Background: an optimization exercise with open tools, aiming at small area, a short achievable clock period and few clock cycles per item. Do not read the settings as production practice. Only simulation tests tie the RTL to the original design; equivalence was not proved.

Setup of run D:
==> flow/design.v <==
module transition_detect (
        input  wire [7:0]  a,         
        input  wire        a_below,   
        input  wire [5:0]  q,
        input  wire        skip,
        output wire [3:0]  one,
        output wire [3:0]  two,
        output wire [3:0]  neg,
        output wire [3:0]  cnt
    );
    wire [7:0] t = a ^ {a[6:0], a_below};
    wire [2:0] c1 = {2'b00, t[7]} + {2'b00, t[6]} + {2'b00, t[5]} + {2'b00, t[4]};
    wire [2:0] c0 = {2'b00, t[3]} + {2'b00, t[2]} + {2'b00, t[1]} + {2'b00, t[0]};
    assign cnt = {1'b0, c1} + {1'b0, c0};
    wire [5:0] q1 = q;
    wire [5:0] q0 = (q > {3'b000, c1}) ? q - {3'b000, c1} : 6'd0;
    function [3:0] win;
        input [5:0] qq;
        input       s;
        integer u;
        begin
            for (u = 0; u < 4; u = u + 1)
                win[u] = s ? ((qq >= u + 3) | (qq == u + 1)) : (qq >= u + 2);
        end
    endfunction
    function [3:0] nib;
        input [3:0] tt;
        input [3:0] w;
        begin
            nib[3] = tt[3] & w[0];
            nib[2] = tt[2] & (tt[3] ? w[1] : w[0]);
            case ({tt[3], tt[2]})
                2'b00: nib[1] = tt[1] & w[0];
                2'b11: nib[1] = tt[1] & w[2];
                default: nib[1] = tt[1] & w[1];
            endcase
            case ({tt[3], tt[2], tt[1]})
                3'b000: nib[0] = tt[0] & w[0];
                3'b111: nib[0] = tt[0] & w[3];
                3'b001, 3'b010, 3'b100: nib[0] = tt[0] & w[1];
                default: nib[0] = tt[0] & w[2];
            endcase
        end
    endfunction
    wire [7:0] keep = {nib(t[7:4], win(q1, skip)), nib(t[3:0], win(q0, skip))};
    genvar j;
    generate
        for (j = 0; j < 4; j = j + 1) begin : pairs
            assign two[j] = keep[2*j+1] & ~keep[2*j];
            assign one[j] = keep[2*j];
            assign neg[j] = keep[2*j+1] ? a[2*j+1] : (keep[2*j] & a[2*j]);
        end
    endgenerate
endmodule
module barrel_shifter (
        input  wire [31:0] b,
        input  wire        one,
        input  wire        two,
        input  wire        neg,
        output wire [33:0] row
    );
    wire [32:0] bx = {b[31], b};
    wire [32:0] m  = ({33{one}} & bx) | ({33{two}} & {bx[31:0], 1'b0});
    wire [32:0] x  = m ^ {33{neg}};
    assign row = {~x[32], x};
endmodule
module axc_booth #(
        parameter integer NA=32,
        parameter integer NB=32,
        parameter integer NC=$clog2(NA)+1
    )(
        input   wire                 CLK,
        input   wire                 RST,
        input   wire                 START,
        input   wire  [NA-1:0]       A_in,
        input   wire  [NB-1:0]       B_in,
        input   wire  [NC-1:0]       C_in,
        output  wire  [NA+NB-1:0]    N_out,
        output  wire                 Done_out
    );
    localparam [63:0] Z = 64'hffffff5555555600;
    reg  [31:0] B_reg;
    reg  [31:0] A_reg;                   
    reg  [5:0]  q_reg;                   
    reg  [3:0]  cnt_reg;                 
    reg         skip_reg;
    reg  [3:0]  one_reg, two_reg, neg_reg;
    reg         pre;                     
    reg  [3:0]  st;                      
    reg         Done_reg;
    reg  [63:0] acc;
    wire        fast    = (C_in >= 6'd6);
    wire        skip_in = A_in[31] & C_in[0];
    wire [5:0]  q_in    = (C_in > 6'd32) ? 6'd35 : C_in + 6'd3;
    wire [7:0]  t_top   = A_in[31:24] ^ A_in[30:23];
    wire [3:0]  cnt_top = {3'b000, t_top[0]} + {3'b000, t_top[1]} + {3'b000, t_top[2]} + {3'b000, t_top[3]}
                        + {3'b000, t_top[4]} + {3'b000, t_top[5]} + {3'b000, t_top[6]} + {3'b000, t_top[7]};
    wire [3:0]  a_one, a_two, a_neg;
    genvar j;
    generate
        for (j = 0; j < 4; j = j + 1) begin : raw
            wire b1 = A_in[25+2*j], b0 = A_in[24+2*j], bm = A_in[23+2*j];
            assign a_one[j] = b0 ^ bm;
            assign a_two[j] = (b1 ^ b0) & ~(b0 ^ bm);
            assign a_neg[j] = b1 & ~(b0 & bm);
        end
    endgenerate
    wire [5:0]  q_run = (q_reg > {2'b00, cnt_reg}) ? q_reg - {2'b00, cnt_reg} : 6'd0;
    wire [3:0]  r_one, r_two, r_neg, r_cnt;
    transition_detect TD (.a(A_reg[31:24]), .a_below(A_reg[23]), .q(q_run), .skip(skip_reg),
                          .one(r_one), .two(r_two), .neg(r_neg), .cnt(r_cnt));
    always @(posedge CLK) begin
        if (START) begin
            B_reg    <= B_in;
            A_reg    <= fast ? {A_in[23:0], 8'd0} : A_in;
            skip_reg <= skip_in;
            q_reg    <= q_in;
            cnt_reg  <= fast ? cnt_top : 4'd0;
            one_reg  <= a_one; two_reg <= a_two; neg_reg <= a_neg;
        end else begin
            A_reg    <= {A_reg[23:0], 8'd0};
            q_reg    <= q_run;
            cnt_reg  <= r_cnt;
            one_reg  <= r_one; two_reg <= r_two; neg_reg <= r_neg;
        end
    end
    wire [33:0] row [0:3];
    generate
        for (j = 0; j < 4; j = j + 1) begin : rows
            barrel_shifter BS (.b(B_reg), .one(one_reg[j]), .two(two_reg[j]), .neg(neg_reg[j]), .row(row[j]));
        end
    endgenerate
    wire [7:0]  negbits = {1'b0, neg_reg[3], 1'b0, neg_reg[2], 1'b0, neg_reg[1], 1'b0, neg_reg[0]};
    wire [63:0] acc_in  = {(st[0] ? Z[63:8] : acc[55:0]), negbits};
    wire [63:0] sum = acc_in + {30'd0, row[0]} + {28'd0, row[1], 2'd0} + {26'd0, row[2], 4'd0}
                    + {24'd0, row[3], 6'd0};
    always @(posedge CLK) begin
        if (|st) acc <= sum;
    end
    always @(posedge CLK) begin
        if (RST) begin
            pre <= 1'b0;
            st <= 4'd0;
            Done_reg <= 1'b0;
        end else if (START) begin
            pre <= ~fast;
            st <= {3'b000, fast};
            Done_reg <= 1'b0;
        end else begin
            pre <= 1'b0;
            st <= {st[2:0], pre};
            if (st[2]) Done_reg <= 1'b1;
        end
    end
    assign N_out = acc;
    assign Done_out = Done_reg;
endmodule
export LEC_CHECK = 0
export ABC_AREA = 1
export CAP_MARGIN = 20
export CORE_MARGIN = 2
export CORE_UTILIZATION = 40
export SLEW_MARGIN = 20
export TNS_END_PERCENT = 30
create_clock -name core_clock -period 11.0 [get_ports {CLK}]
standard.sh (not shown) runs the stock make flow with config.mk's settings and CLKGATE_MAP_FILE= SYNTH_SCRIPT=/design/flow/synth_recipe.tcl, a recipe that flattens the netlist after the stock synthesis.
==> flow/flow/run.sh <==
#!/bin/bash
# Standard layout, but Yosys maps adders with its default (Brent-Kung) carry
# tree; the port buffers use the smallest buffer cell, and timing repair aims
# at 5 ns of setup slack (the clock and constraints are unchanged).
bash standard.sh "SYNTH_OPERATIONS_ARGS=-noshare" "BUFFER_PORTS_ARGS=-buffer_cell sky130_fd_sc_hd__buf_1" SETUP_SLACK_MARGIN=5 finish > standard.log 2>&1
Run D reached the end of the flow, and the finished layout is clean on the timing, DRC and antenna checks.
Testbench counts of run D, summed over its fixed seeds: cycles 61,116, items 12,000.
The inputs of run A differ from those of run D as listed below.
Settings: a deleted ABC_AREA that had been 1; a deleted TNS_END_PERCENT that had been 30.
==> flow/flow/run.sh <==
#!/bin/bash
# Standard layout; the port buffers use the smallest buffer cell, and timing
# repair aims at 5.5 ns of setup slack (the clock and constraints are unchanged).
bash standard.sh "BUFFER_PORTS_ARGS=-buffer_cell sky130_fd_sc_hd__buf_1" SETUP_SLACK_MARGIN=5.5 finish > standard.log 2>&1
## What came out
Final critical-path share of the clock period for run A is lower than for run D. NOTE: die outline width in run A exceeds that of run D. In run A the global routing usage on met2 turned out 4.5 points higher than in run D. In the reports for run D and run A, the larger chip height belongs to run A. Comparing combined area of all synthesized cells for run D and run A, the smaller number came from run D. Taking run D as the reference point, the combined area of the multi-input logic cells of run A rises by about 18%. Relative to run D, final cell count increased by 48 in run A. Comparing final area for run D and run A, the smaller number came from run D. Looking at start point of the critical path, the B_reg[6] result is from run A; the st[0] one comes from run D.

-- what the ideal ports hide --
Ports are ideal in the flow. The routed layouts listed here were re-timed in OpenROAD.
Step 1 (the two cells are an assumption about what drives the block):
set clk [get_ports {CLK}]
set_driving_cell -lib_cell sky130_fd_sc_hd__clkbuf_16 $clk
set_driving_cell -lib_cell sky130_fd_sc_hd__buf_2 [delete_from_list [all_inputs] $clk]
Step 2 also shifts input and output timing later by t, the mid clock arrival at the registers, as if the neighbouring blocks saw the same clock.
Slacks: ideal ports / drivers / drivers and shift; pairs: ideal ports / drivers.
| run | t, ns | slack for setup (ns) | latest minus earliest clock arrival (ns) | worst register clock-pin slew, ns | pins driven straight from the clock port |
|---|---|---|---|---|---|
| run D | 0.504 | 5.417 / 5.417 / 5.417 | 0.012 / 0.012 | 0.08 / 0.08 | 1 |
| run A | 0.499 | 5.481 / 5.481 / 5.481 | 0.014 / 0.014 | 0.08 / 0.08 | 1 |
After both steps every run listed still meets setup and hold.
